What follows belongs to an exercise in optimizing a design on an open flow for small area, a short achievable clock period and few clock cycles per item; a production flow would make more cautious choices. Power figures rest on the tool's default switching activity, not on a simulated workload.

==> flow/design.v (excerpt) <==
module multiplyer(
    clk,
    rst_n,
    A,
    B,
    result,
    start_sig,
    done_sig
);
    input   clk;
    input   rst_n;
    input   [31:0]A;
    input   [31:0]B;
    input   start_sig;
    output  [31:0]result;
    output  [3:0]done_sig;
    wire    [23:0]ma = {1'b1, A[22:0]};
    wire    [23:0]mb = {1'b1, B[22:0]};
    reg     [1:0]cnt;       
    reg     [24:0]rX;          
    reg     [24:0]rY;
    reg     rC;
    reg     [8:0]rS;           
    reg     rSign;
    wire    first = (cnt == 2'd0);
    wire    done = (cnt == 2'd2);
    always @(posedge clk or negedge rst_n)
        if (!rst_n)
            cnt <= 2'd0;
        else if (start_sig && !done)
            cnt <= cnt + 1'b1;
        else
            cnt <= 2'd0;
    reg     [11:0]dig;
    always @(*)
        case (cnt)
            2'd0: dig = mb[11:0];
            2'd1: dig = mb[23:12];
            default: dig = 12'd0;
        endcase
    wire    [24:0]ax = first ? 25'd0 : rX;
    wire    [24:0]ay = first ? 25'd0 : rY;
    wire    ac = first ? 1'b0 : rC;
  ...
==> flow/config.mk <==
export PLATFORM = sky130hd
export DESIGN_NAME = multiplyer
export DESIGN_NICKNAME = multiplyer
export VERILOG_FILES = /design/flow/design.v
export SDC_FILE = /design/flow/constraint.sdc
export NUM_CORES = 4
export LEC_CHECK = 0
export CAP_MARGIN = 20
export CORE_MARGIN = 2
export CORE_UTILIZATION = 40
export SETUP_SLACK_MARGIN = 2.8
export SLEW_MARGIN = 20
==> flow/constraint.sdc <==
create_clock -name core_clock -period 8.0 [get_ports {clk}]
set_input_delay 1.6000 -clock core_clock [delete_from_list [all_inputs] [get_ports {clk}]]
set_output_delay 1.6000 -clock core_clock [all_outputs]
set_load 0.01 [all_outputs]
standard.sh (not shown) runs the stock make flow with config.mk's settings and CLKGATE_MAP_FILE= SYNTH_SCRIPT=/design/flow/synth_recipe.tcl, a recipe that flattens the netlist after the stock synthesis.
==> flow/flow/run.sh <==
#!/bin/bash
set -uo pipefail
export BUFFER_PORTS_ARGS="-buffer_cell sky130_fd_sc_hd__buf_2"
bash standard.sh synth > synth.log 2>&1 || exit 1
R=$(sed -n 's/.*WORK_HOME=\([^ ]*\).*/\1/p' standard.sh | head -1)/results/$FLOW_PLATFORM/multiplyer/base
LIB=$FLOW_HOME/platforms/$FLOW_PLATFORM/lib/sky130_fd_sc_hd__tt_025C_1v80.lib
cp $R/1_2_yosys.v yosys_orig.v
python3 flow/polopt2.py $LIB yosys_orig.v yosys_pol.v > polopt.log 2>&1
python3 flow/cutff.py yosys_orig.v orig_comb.v
python3 flow/cutff.py yosys_pol.v pol_comb.v
cat > equiv.ys <<EOS
read_liberty -ignore_miss_func $LIB
read_verilog orig_comb.v
rename $FLOW_TOP gold
read_verilog pol_comb.v
rename $FLOW_TOP gate
flatten
miter -equiv -flatten gold gate miter
hierarchy -top miter
techmap
opt -fast
aigmap
write_aiger -zinit miter.aig
EOS
ABC=$(dirname $(command -v yosys))/yosys-abc
if [ -s yosys_pol.v ] && yosys -s equiv.ys > equiv.log 2>&1 && \
   $ABC -c "read miter.aig; print_stats; iprove" > cec.log 2>&1 && \
   grep -q "^UNSATISFIABLE" cec.log; then
  cp yosys_pol.v $R/1_2_yosys.v
  rm -f $R/1_synth.odb
  echo "polarity rewrite used" >> polopt.log
else
  echo "equivalence not proven; keeping synthesized netlist" >> polopt.log
fi
bash standard.sh > standard.log 2>&1
Other scripts of this flow, unchanged in this note and not shown: flow/flow/cutff.py, flow/flow/polopt2.py
==> next run, changes <==
--- a/flow/design.v
+++ b/flow/design.v
@@ -1751,23 +1751,24 @@
     assign c578 = dig[11] & c506;
     wire    [36:0]zx = {c578, s577, s575, s573, c570, s569, c566, c564, s563, s561, c558, c556, c554, c552, c550, c548, c546, c544, c542, c540, c538, c536, c534, c532, c530, c528, c526, c524, c522, c520, c518, c516, c514, c512, c510, c508, ay[0]};
     wire    [36:0]zy = {1'b0, c576, c574, c572, s571, c568, s567, s565, c562, c560, s559, s557, s555, s553, s551, s549, s547, s545, s543, s541, s539, s537, s535, s533, s531, s529, s527, s525, s523, s521, s519, s517, s515, s513, s511, s509, s507};
     wire    [12:0]zl = {1'b0, zx[11:0]} + {1'b0, zy[11:0]};
     always @(posedge clk) begin
         rX <= zx[36:12];
         rY <= zy[36:12];
         rC <= zl[12];
         rS <= {1'b0, A[30:23]} + {1'b0, B[30:23]};
         rSign <= A[31] ^ B[31];
     end
-    wire    [24:0]P = rX + rY + rC;
+    wire    [25:0]Pc = {rX, rC} + {rY, 1'b1};
+    wire    [24:0]P = Pc[25:1];
     wire    p47 = P[24];
     wire    [9:0]E0 = {1'b0, rS} - 10'd127;
     wire    [9:0]E1 = {1'b0, rS} - 10'd126;
     wire    ov0 = (E0[9:8] == 2'b01);
     wire    un0 = (E0[9:8] == 2'b11);
     wire    ov1 = (E1[9:8] == 2'b01);
     wire    un1 = (E1[9:8] == 2'b11);
     wire    ok0 = ~(ov0 | un0);
     wire    ok1 = ~(ov1 | un1);
     wire    [8:0]R0 = ok0 ? {rSign, E0[7:0]} : 9'h07F;
     wire    [8:0]R1 = ok1 ? {rSign, E1[7:0]} : 9'h07F;
Setup slack gains 16 ps.
Design area decreases by 2.4%.
Global-route usage is about the same.
Worst hold slack is worse by 4.5 ps.
Power shrinks by 6.0%.
Die area is higher by 0.75%.
Clock power is lower by 19%.
Final cell count came out lower by 0.74%.
Wire length shrinks by 3.5%.
Utilization drops by 1.2 points.
Function was not checked in any run of this note: the RTL went through the layout flow alone.

separate check: timing with driven ports:
The flow's constraints put no driver on any port. The routed layouts listed below were extracted and timed again, unchanged, in two steps.
Step 1: set_driving_cell puts a clkbuf_16 on clk and a buf_2 on each other input, an assumption about the parent block.
Step 2 also shifts input and output timing later by t, the mid clock arrival at the registers, as if the neighbouring blocks saw the same clock.
Three values: ideal ports, drivers, drivers and shift; two values: the first two.
| run | shift t [ns] | setup slack, ns | worst setup path after step 2 |
|---|---|---|---|
| the first run | 0.378 | 2.871 / 2.882 / 2.510 | input to register |
| the second run | 0.376 | 2.888 / 2.908 / 2.532 | input to register |
After both steps setup and hold are still met in every run listed. The setup slack of the first run, which loses most, moves by +0.011 ns with the drivers and by -0.361 ns with both steps.
